Source: an optimization exercise on an open RTL-to-GDS flow (aim: small area, a short achievable clock period and few clock cycles). Production flows keep margins and buffers that such runs may drop.
Only simulation tests tie the RTL to the original design; equivalence was not proved.
Power figures rest on the tool's default switching activity, not on a simulated workload.

===== design/flow/run.sh =====
#!/bin/bash
# synth_recipe.tcl (not shown) runs the flow's synth.tcl, then flattens the netlist and writes it again
# the make line also repeats each setting of config.mk as NAME=value (left out here)
make -C /OpenROAD-flow-scripts/flow DESIGN_CONFIG=/design/flow/config.mk WORK_HOME=/design/flow/orfs CLKGATE_MAP_FILE= SYNTH_SCRIPT=/design/flow/synth_recipe.tcl finish

===== design/flow/config.mk =====
export PLATFORM = sky130hd
export DESIGN_NAME = lcd_ctrl
export DESIGN_NICKNAME = lcd_ctrl
export VERILOG_FILES = /design/flow/design.v
export SDC_FILE = /design/flow/constraint.sdc
export NUM_CORES = 4
export LEC_CHECK = 0
export ABC_CLOCK_PERIOD_IN_PS = 2000
export CAP_MARGIN = 20
export CORE_MARGIN = 2
export CORE_UTILIZATION = 60
export CTS_CLUSTER_DIAMETER = 100
export CTS_CLUSTER_SIZE = 30
export SETUP_SLACK_MARGIN = 2.5
export SLEW_MARGIN = 20

===== design/flow/constraint.sdc =====
create_clock -name core_clock -period 4.5 [get_ports {clk}]
set_input_delay 0.9000 -clock core_clock [delete_from_list [all_inputs] [get_ports {clk}]]
set_output_delay 0.9000 -clock core_clock [all_outputs]
set_load 0.01 [all_outputs]

===== design/flow/design.v =====
module lcd_ctrl(clk, reset, datain, cmd, cmd_valid, dataout, output_valid, busy);
input           clk;
input           reset;
input   [7:0]   datain;
input   [2:0]   cmd;
input           cmd_valid;
output reg [7:0]   dataout;
output reg         output_valid;
output reg         busy;
localparam REFLASH     = 3'd0;
localparam LOAD_DATA   = 3'd1;
localparam SHIFT_RIGHT = 3'd2;
localparam SHIFT_LEFT  = 3'd3;
localparam SHIFT_UP    = 3'd4;
localparam SHIFT_DOWN  = 3'd5;
reg [7:0] ring [0:35];
reg       loading;       
reg       mv_r;          
reg [2:0] cmd_r;         
reg [1:0] wa;            
reg [1:0] wb1, wb0;      
reg [1:0] row, col;      
reg       active;        
reg [1:0] jr, jc;        
reg [1:0] ra, rb;        
reg       pend;          
reg       lpend;         
wire accept  = cmd_valid & ~busy;
wire is_load = accept & (cmd == LOAD_DATA);
function [1:0] inc3(input [1:0] x);
    inc3 = (x == 2'd2) ? 2'd0 : x + 2'd1;
endfunction
reg [1:0] ka, k1, k0;
always @(*) begin
    ka = 2'd3; k1 = 2'd2; k0 = 2'd2;
    if (mv_r) begin
        case (cmd_r)
            SHIFT_RIGHT: if (col != 2'd3) begin ka = 2'd0; k1 = 2'd0; k0 = 2'd0; end
            SHIFT_LEFT : if (col != 2'd0) begin ka = 2'd2; k1 = 2'd2; k0 = 2'd1; end
            SHIFT_UP   : if (row != 2'd0) begin ka = 2'd1; k1 = 2'd0; k0 = 2'd2; end
            SHIFT_DOWN : if (row != 2'd3) begin ka = 2'd1; k1 = 2'd1; k0 = 2'd2; end
            default    : ;
        endcase
    end
end
wire [2:0] s0 = wb0 + k0;                        
wire       c0 = (s0 >= 3'd3);
wire [1:0] na  = wa + ka;
wire [1:0] nb0 = c0 ? s0[1:0] - 2'd3 : s0[1:0];
wire [2:0] s1 = wb1 + k1 + c0;                   
wire [1:0] nb1 = (s1 >= 3'd3) ? s1[1:0] - 2'd3 : s1[1:0];
wire [1:0] wa_n  = is_load ? 2'd2 : na;
wire [1:0] wb1_n = is_load ? 2'd1 : nb1;
wire [1:0] wb0_n = is_load ? 2'd2 : nb0;
wire last    = active & (jr == 2'd2) & (jc == 2'd2);
wire free    = ~active | last;
wire aligned = (nb0 == 2'd0);
wire ld_rdy  = lpend & (wa == 2'd0) & (wb1 == 2'd0) & (wb0 == 2'd1);
wire ld_end  = (wa == 2'd3) & (wb1 == 2'd2) & (wb0 == 2'd0);
wire start   = free & (ld_rdy | ((pend | mv_r) & aligned));
wire       nxt_row = (jc == 2'd2);
wire [1:0] jr_c = nxt_row ? jr + 2'd1 : jr;
wire [1:0] jc_c = nxt_row ? 2'd0 : jc + 2'd1;
wire [1:0] ra_c = nxt_row ? ra - 2'd1 : ra;       
wire [1:0] rb_c = nxt_row ? inc3(rb) : rb;        
wire t8_c  = (ra_c == 2'd0) & (rb_c == 2'd2);
wire t9_c  = (ra_c == 2'd3) & (rb_c == 2'd0);
wire t10_c = (ra_c == 2'd2) & (rb_c == 2'd1);
wire unsafe_go = ((jr_c != 2'd2) & (jc_c != 2'd2) & t10_c) |
                 ((jr_c == 2'd0) & (jc_c != 2'd2) & t8_c) |
                 ((jr_c == 2'd0) & t9_c);
wire unsafe_start = ((na == 2'd0) & (nb1 == 2'd2)) |
                    ((na == 2'd3) & (nb1 == 2'd0)) |
                    ((na == 2'd2) & (nb1 == 2'd1));
wire pend_n    = (pend | mv_r) & ~start;
wire lpend_n   = is_load | (lpend & ~ld_rdy);
wire loading_n = is_load | (loading & ~ld_end);
wire busy_n    = accept | loading_n | pend_n | lpend_n |
                 (start ? unsafe_start : (active & ~last & unsafe_go));
always @(posedge clk or posedge reset) begin
    if (reset) begin
        active       <= 1'b0;
        pend         <= 1'b0;
        lpend        <= 1'b0;
        loading      <= 1'b0;
        mv_r         <= 1'b0;
        busy         <= 1'b0;
        output_valid <= 1'b0;
    end else begin
        active       <= start | (active & ~last);
        pend         <= pend_n;
        lpend        <= lpend_n;
        loading      <= loading_n;
        mv_r         <= accept & (cmd != LOAD_DATA);
        busy         <= busy_n;
        output_valid <= active;
    end
end
reg [7:0] rdata;
integer t;
always @(*) begin
    rdata = 8'd0;
    for (t = 0; t < 12; t = t + 1)
        if (ra == ((3 * t) % 4) && rb == (t % 3))
            rdata = rdata | ring[3 * t];
end
always @(posedge clk) begin
    cmd_r <= cmd;
    wa    <= wa_n;
    wb1   <= wb1_n;
    wb0   <= wb0_n;
    dataout <= rdata;
    if (start) begin
        jr <= 2'd0;
        jc <= 2'd0;
        ra <= na;
        rb <= nb1;
    end else if (active) begin
        jr <= jr_c;
        jc <= jc_c;
        ra <= ra_c;
        rb <= rb_c;
    end
    if (is_load) begin
        row <= 2'd2;
        col <= 2'd2;
    end else if (mv_r) begin
        case (cmd_r)
            SHIFT_RIGHT: if (col != 2'd3) col <= col + 2'd1;
            SHIFT_LEFT : if (col != 2'd0) col <= col - 2'd1;
            SHIFT_UP   : if (row != 2'd0) row <= row - 2'd1;
            SHIFT_DOWN : if (row != 2'd3) row <= row + 2'd1;
            default    : ;
        endcase
    end
end
integer i;
always @(posedge clk) begin
    for (i = 0; i < 35; i = i + 1)
        ring[i] <= ring[i + 1];
    ring[35] <= loading ? datain : ring[0];
end
endmodule

==> notes.md, run 1 <==
final critical delay including setup and external delays 4.19 ns; vias per cell 5.34; I/O pin count 24; startpoint of the worst register-to-register path col[1]; post-DP HPWL 8510 um; overall die height 122 um; fraction of the mapped netlist area in compound gates 8.47%; parity-gate share of the synthesized area counting xor and xnor cells 0.526%; Worst Path Required 4.92 ns; post-synth net total 600; path type of the worst setup path reg2reg; status finished clean; setup repair after global routing missed its margin true; most common cell after layout, fill and taps aside sky130_fd_sc_hd__dfxtp_1; vias in the first global route between 4000 and 5000; final count of pins violating max slew 0; number of setup violations in the final report 0; final clock skew 0.0108 ns; Detail Route Antenna Nets 0; CTS tree done; total of max-cap violations 0; Post-Synth Simple-Gate Area approximately 5.7%; CP Cell Sequence nor2_1, nor2_2, ha_2, fa_1, ha_2, a211oi_2, fa_2, fa_1, inv_2, ha_4, and3b_2, o2bb2ai_2, or3b_4, or4b_1, nand4_1; first-pass iteration count of the detailed router 7; fraction of post-synthesis cell area in the top cell type by area 75.2%; Slowest Stage Delay on Critical Path 0.56 ns; destination of the worst hold path ring[27][4]; async set-or-reset flop fraction in the synthesized netlist 2.16%; worst path arrival time 4.61 ns; vias after detailed routing around 4400; antenna violations before repair 0; final worst-path setup slack between 0.3 and 0.4 ns; register-to-register setup slack approximately 0.3 ns; clock latency of the later-clocked register in the worst-skew pair approximately 0.48 ns; portion of the post-synthesis area used by sequential elements about 80%; largest net degree at the start of global routing 32; cell types with the largest area share after synthesis sky130_fd_sc_hd__dfxtp_1, sky130_fd_sc_hd__dfrtp_1, sky130_fd_sc_hd__mux2_2; power density normalized to cell area 781 mW/mm^2; worst setup timing slack at the placement stage 0.0628 ns; Post-synth EDFFs 4; total congestion overflow 0; dominant combinational cell family by area after synthesis compound AO/OA/AOI/OAI gates; commonest cells after routing, fill and taps aside sky130_fd_sc_hd__dfxtp_1, sky130_fd_sc_hd__buf_4, sky130_fd_sc_hd__nand2_1; Slowest cell on crit path sky130_fd_sc_hd__fa_1; Hold Fails Final Rpt 0; count of unique library cells instantiated by Yosys 57; ANT cells 0; total negative setup slack 0 ns; kind of path behind the tightest hold check reg2reg; fmax 239 MHz; Setup crit start kind register; count of cells along the worst register-to-register path 15; Core ar. 0.0137 sq mm; gate count of the mapped netlist 574; ratio of final minimum period to clock period 93.1%; area added between synthesis and finish 15.4%; wire length of the first global-routing pass 23300 um; synthesized area divided by synthesized cell count about 15 sq um; netlist area before placement 0.00833 sq mm; CP Max Fanout 5; clock edge transition at the registers on the reported setup and hold paths 0.11 ns; routability congestion estimate from global placement a little under 0.9; die area 0.0148 sq mm; number of buffers added on ports 23; CTS max path bufs 3; fraction of the mapped netlist area in adder cells under 10%; static leakage 0.00389 uW; Worst slew margin roughly 54%; Worst Max-Slew Pin Slew 0.690 ns; mux contribution to synthesized area ~3%; launch point of the critical path col[1]; routed wire length per instance 17.6 um; cell type with the highest aggregate area in the netlist sky130_fd_sc_hd__dfxtp_1; endpoint of the lowest-slack register-to-register path busy; total wirelength of the detailed-routed design about 14000 um; most used flip-flop cell after synthesis sky130_fd_sc_hd__dfxtp_1; global-route total usage across every layer 20.2%; initial core utilization between 60 and 70%; clock sink total between 300 and 400; Final Net Count 668; horizontal die dimension approximately 120 um; Setup crit end kind register; start point of the worst hold path ring[28][4]; std cell rows 43; maximum level of the CTS H-tree 1; initial drt markers 333; total clock buffers created by CTS 14; Root Driver sky130_fd_sc_hd__clkbuf_16; number of warnings reported in the yosys synthesis log 2; number of remaining DRC errors 0; Hold Path Stages 0; IR Drop Worst-Case VDD 0.464 mV; Yosys reg bits 324; share of cells above drive strength 1 17.4%
-- what timing repair did --
| action | CTS | global route |
|---|---|---|
| setup endpoints to repair | 37 | 29 |
| cloned | 0 | 1 |
| buffers inserted | 40 | 3 |
| hold buffers | 0 | 0 |
| resized for setup | 32 | 23 |
| pin swaps | 5 | 4 |
| endpoints found under the hold margin | 0 | 0 |
-- kinds of logic after synthesis --
kind of cell             count (synthesis)
AO/OA/AOI/OAI                           93
XOR/XNOR                                 5
adder cells (fa/ha/maj)                 12
buffers and inverters                   31
flip-flops                             324
multiplexers                            22
AND/OR/NAND/NOR                         87
-- through the flow --
step | util [%] | power [uW] | cells | hold slack [ns] | instance area [sq um]
final | 70.0 | 7510 | 824 | 0.328 | 9610
after CTS | 69.3 | 7460 | 820 | 0.330 | 9510
after detailed placement | 63.9 | 5830 | 762 | 0.312 | 8770
after global placement | 63.9 | 5750 | 762 | 0.310 | 8770
after global routing | 70.0 | 7930 | 824 | 0.337 | 9610
after floorplan | - | 5270 | 574 | 0.310 | 8370
-- cells in the mapped netlist (4+ instances only) --
master / number
sky130_fd_sc_hd__dfxtp_1: 313
sky130_fd_sc_hd__nand2_1: 26
sky130_fd_sc_hd__inv_1: 14
sky130_fd_sc_hd__mux2_2: 14
sky130_fd_sc_hd__o21ai_0: 14
sky130_fd_sc_hd__a22oi_1: 13
sky130_fd_sc_hd__clkbuf_1: 13
sky130_fd_sc_hd__nor2_1: 13
sky130_fd_sc_hd__a222oi_1: 12
sky130_fd_sc_hd__ha_1: 9
sky130_fd_sc_hd__nor2b_1: 9
sky130_fd_sc_hd__a21oi_1: 8
sky130_fd_sc_hd__a221oi_1: 8
sky130_fd_sc_hd__dfrtp_1: 7
sky130_fd_sc_hd__mux2i_1: 7
sky130_fd_sc_hd__a22o_1: 6
sky130_fd_sc_hd__nand3_1: 6
sky130_fd_sc_hd__o22ai_1: 6
sky130_fd_sc_hd__nand2b_1: 5
sky130_fd_sc_hd__a211oi_1: 4
sky130_fd_sc_hd__and3_1: 4
sky130_fd_sc_hd__edfxtp_1: 4
sky130_fd_sc_hd__nor3_1: 4
-- per-layer routing --
| metal | share of wire [%] | track usage [%] |
|---|---|---|
| met3 | 3.4 | 2.43 |
| met5 | 0 | 0 |
| met4 | 3.3 | 6.54 |
| met2 | 45 | 31.7 |
| met1 | 48 | 29.5 |
-- worst max-delay path: cells and delay by family (launching register included) --
| kind | cells | cell delay, ns |
|---|---|---|
| AOI/OAI and AO/OA | 2 | 0.15 |
| adders and majority gates | 6 | 1.98 |
| buffers and inverters | 1 | 0.06 |
| DFF | 1 | 0.37 |
| and+or+nand+nor | 6 | 1.56 |
-- final cells by class --
type / instances / area (sq um)
clock buffer: 17 / 383
clock inverter: 1 / 8.76
fill: 982 / 4110
inverter: 14 / 55.1
multi-input combinational: 219 / 1770
sequential: 324 / 6570
tap: 180 / 225
timing repair buffer: 69 / 598
-- registers in the layout, summed over array words and instances (netlist names), 2 cells and up --
name / flops
ra: 2
ring: 288
dataout: 8
rb: 2
wa: 2
wb0: 2
wb1: 2
jc: 2
col: 2
cmd_r: 3
jr: 2
row: 2
-- power breakdown --
| part | internal (uW) | total [uW] | switching [uW] |
|---|---|---|---|
| sequential | 3830 | 4270 | 441 |
| clock | 612 | 1410 | 801 |
| combinational | 919 | 1830 | 909 |
-- how the worst max path moves through the flow --
stage / endpoint / cells past startpoint / slack, ns
floorplan: busy / 17 / 0.37
global placement: busy / 15 / 0.24
detailed placement: busy / 15 / 0.06
finish: busy / 15 / 0.31
global route: busy / 17 / 0.15
CTS: busy / 17 / 0.38
Testbench counts, summed over its fixed seeds: cycles 148,278.
==> run 2, diff against run 1 <==
--- a/design/flow/config.mk
+++ b/design/flow/config.mk
@@ -5,7 +5,7 @@
 export SDC_FILE = /design/flow/constraint.sdc
 export NUM_CORES = 4
 export LEC_CHECK = 0
-export ABC_CLOCK_PERIOD_IN_PS = 2000
+export ABC_AREA = 1
 export CAP_MARGIN = 20
 export CORE_MARGIN = 2
 export CORE_UTILIZATION = 60
==> run 2 against run 1 <==
Critical path depth up 8. Fmax up 17%. Setup slack better by 0.62 ns. Combinational power down 6%. Still clean. Sequential share of layout area up 1.1 points. Cell count up 9.6%. Via count up 1.2%. Synthesized cell count up 16%.
==> notes.md, run 2 <==
wire length of the first global-routing pass ~23000 um; count of cells along the worst register-to-register path 23; Setup crit start kind register; commonest cells after routing, fill and taps aside sky130_fd_sc_hd__dfxtp_1, sky130_fd_sc_hd__nand2_1, sky130_fd_sc_hd__inv_1; destination of the worst hold path ring[31][7]; placed cell count 866; global-route total usage across every layer between 20% and 30%; netlist area before placement ~0.0083 sq mm; final critical delay including setup and external delays 3.57 ns; synthesized area divided by synthesized cell count 12.5 sq um; Worst slew margin 50.6%; Most flops, register ring; Hold WS about 0.33 ns; mux contribution to synthesized area 0%; total negative setup slack 0 ns; routability congestion estimate from global placement between 0.8 and 0.9; Worst Path Required 4.89 ns; total clock buffers created by CTS 14; first-pass iteration count of the detailed router 4; largest net degree at the start of global routing 32; leading registers by flop count ring (288), dataout (8), cmd_r (3); number of setup violations in the final report 0; Final Net Count 748; total of max-cap violations 0; routed wire length per instance 15.9 um; number of warnings reported in the yosys synthesis log 2; path type of the worst setup path reg2reg; fraction of the mapped netlist area in adder cells 2.07%; clock sink total 324; overall die height between 100 and 150 um; top-count cell post-synth sky130_fd_sc_hd__dfxtp_1; Hold Path Stages 0; CTS tree done; ratio of final minimum period to clock period 79.4%; PnR Total Power 8010 uW; worst path arrival time 3.96 ns; number of remaining DRC errors 0; fraction of power consumed by the clock network 17.4%; most used flip-flop cell after synthesis sky130_fd_sc_hd__dfxtp_1; die area 0.0149 sq mm; final clock skew 0.0178 ns; total congestion overflow 0; CP Max Fanout 3; fraction of the mapped netlist area in compound gates around 6.1%; gate count of the mapped netlist 665; Worst Max-Slew Pin Slew 0.741 ns; std cell rows 43; CTS max path bufs 3; async set-or-reset flop fraction in the synthesized netlist under 10%; fraction of post-synthesis cell area in the top cell type by area 75.1%; vias after detailed routing 4450; Root Driver sky130_fd_sc_hd__clkbuf_16; start point of the worst hold path ring[32][7]; internal cell power ~5700 uW; clock edge transition at the registers on the reported setup and hold paths between 0.1 and 0.15 ns; Psw 2320 uW; parity-gate share of the synthesized area counting xor and xnor cells 0.615%; cell type with the highest aggregate area in the netlist sky130_fd_sc_hd__dfxtp_1; setup repair after global routing missed its margin true; initial core utilization 60.8%; power density normalized to cell area 846 mW/mm^2; static leakage between 0.004 and 0.005 uW; most common cell after layout, fill and taps aside sky130_fd_sc_hd__dfxtp_1; Setup crit end kind register; cell types with the largest area share after synthesis sky130_fd_sc_hd__dfxtp_1, sky130_fd_sc_hd__nand2_1, sky130_fd_sc_hd__inv_1; number of buffers inserted by hold repair at cts 0; post-DP HPWL 8860 um; Yosys reg bits between 300 and 400; vias per cell 4.93; antenna violations before repair 0; Net Sw Frac 29.0%; I/O pin count 24; share of cells above drive strength 1 14.1%; ANT cells 0; initial drt markers 228; clock latency of the later-clocked register in the worst-skew pair between 0.4 and 0.5 ns; Post-Synth Simple-Gate Area 9.45%; Post-synth EDFFs 4; IR Drop Worst-Case VDD 0.436 mV; flip-flop count of the largest register, all copies and words added 288; post-synth net total 691; final count of pins violating max slew 0; horizontal die dimension 122 um; Detail Route Antenna Nets 0; kind of path behind the tightest hold check reg2reg; fmax 280 MHz; Layout Cells excl Fill 903; endpoint of the lowest-slack register-to-register path busy; Core ar. between 0.01 and 0.015 sq mm; dominant combinational cell family by area after synthesis simple AND/OR/NAND/NOR gates; number of buffers added on ports 23; status finished clean; area added between synthesis and finish 13.5%; Hold Fails Final Rpt 0; register-to-register setup slack 0.93 ns; combinational share of power roughly 22%; maximum level of the CTS H-tree 1; vias in the first global route 4564; FILL cells around 1000; portion of the post-synthesis area used by sequential elements 78.7%; startpoint of the worst register-to-register path col[1]; total wirelength of the detailed-routed design 14300 um; sequential group share of total power between 60% and 70%; most numerous cell types in the synthesized netlist sky130_fd_sc_hd__dfxtp_1, sky130_fd_sc_hd__nand2_1, sky130_fd_sc_hd__inv_1; count of unique library cells instantiated by Yosys 37
-- run 2: layout make-up --
type,count,area [sq um],share of cell area (%)
clock inverters,1,8.76,0.0925
repair buffers,43,375,3.96
flip-flops and latches,324,6570,69.4
clock buffers,16,379,4.00
well taps,180,225,2.38
inverters,64,253,2.67
multi-input cells,275,1650,17.5
-- run 2: worst max path at each step --
stage	from	endpoint	slack, ns	depth (start not counted)
after floorplan	col[1]	busy	0.95	23
after global placement	cmd_r[2]	busy	0.85	24
after detailed placement	cmd_r[0]	busy	0.67	25
after CTS	cmd_r[0]	busy	0.97	22
after global routing	cmd_r[0]	busy	0.77	24
final	col[1]	busy	0.93	23
-- run 2: worst max-delay path, stage by stage (launching register included) --
cell and delay [ns]:
sky130_fd_sc_hd__dfxtp_2 0.35, sky130_fd_sc_hd__or2_4 0.25, sky130_fd_sc_hd__nand2_2 0.07, sky130_fd_sc_hd__nor2_1 0.04
sky130_fd_sc_hd__ha_2 0.16, sky130_fd_sc_hd__fa_2 0.58, sky130_fd_sc_hd__ha_4 0.17, sky130_fd_sc_hd__nor2_4 0.04
sky130_fd_sc_hd__nand2_2 0.07, sky130_fd_sc_hd__inv_2 0.04, sky130_fd_sc_hd__fa_2 0.35, sky130_fd_sc_hd__fa_1 0.50
sky130_fd_sc_hd__inv_1 0.05, sky130_fd_sc_hd__ha_2 0.17, sky130_fd_sc_hd__inv_2 0.07, sky130_fd_sc_hd__nand3_2 0.09
sky130_fd_sc_hd__nand2_2 0.12, sky130_fd_sc_hd__nand2_4 0.06, sky130_fd_sc_hd__nand2_2 0.07, sky130_fd_sc_hd__inv_2 0.03
sky130_fd_sc_hd__nand2_1 0.06, sky130_fd_sc_hd__nand2_1 0.05, sky130_fd_sc_hd__nand2_1 0.06, sky130_fd_sc_hd__nand2_1 0.05
-- run 2: what timing repair did --
item	CTS	global route
endpoints found under the setup margin	41	28
resized for setup	40	22
cloned	0	0
pin swaps	14	2
setup buffers	16	4
-- run 2: logic make-up (layout without fill, tap and decap cells) --
| group | count (synthesis) | count (layout) |
|---|---|---|
| AO/OA/AOI/OAI | 74 | 74 |
| AND/OR/NAND/NOR | 184 | 184 |
| flip-flops | 324 | 324 |
| buffers and inverters | 66 | 124 |
| XOR/XNOR | 5 | 5 |
| adder cells (fa/ha/maj) | 12 | 12 |
-- run 2: power by group through the flow --
stage                     sequential [uW]  combinational (uW)  clock (uW)
after floorplan                      4740                1020           0
after global placement               4910                1380           0
after detailed placement             4940                1410           0
after CTS                            4910                1600        1420
after global routing                 5050                1930        1540
final                                4890                1720        1390
-- run 2: per-stage QoR --
step / utilization (%) / instance area, sq um / setup slack, ns
2_1_floorplan: - / 8380 / 0.953
3_3_place_gp: 64.3 / 8820 / 0.845
3_5_place_dp: 64.3 / 8820 / 0.666
4_1_cts: 68.3 / 9370 / 0.973
5_1_grt: 69.0 / 9470 / 0.767
6_report: 69.0 / 9470 / 0.926
-- run 2: routing by layer --
metal  wire [um]  vias up  GRT usage, %
li1            -     2237             -
met1        6770     2126          28.6
met2        6850       69          33.1
met3         541       18          2.67
met4         183        0          5.24
met5           0        -             0

-- what the ideal ports hide --
No port has a modelled driver above. Below, the same layouts with a new extraction and two added sets of constraints. Step 1, drivers: a clkbuf_16 drives clk and a buf_2 each remaining input, both assumed. Step 2 moves the port delays by t, midway between the first and last clock arrival at a register: inputs arrive t later, outputs are due t later. That takes back most of the time a late clock gives input paths. a / b / c = ideal ports / drivers / drivers and shift; a / b = the first two.
run | t, ns | setup slack, ns | worst setup path after step 2 | clock arrival spread, ns | cell pins on the clock port's net
run 1 | 0.517 | 0.309 / 0.309 / 0.309 | register to register | 0.015 / 0.016 | 1
run 2 | 0.519 | 0.926 / 0.926 / 0.926 | register to register | 0.018 / 0.018 | 1
After both steps every run listed still meets setup and hold.
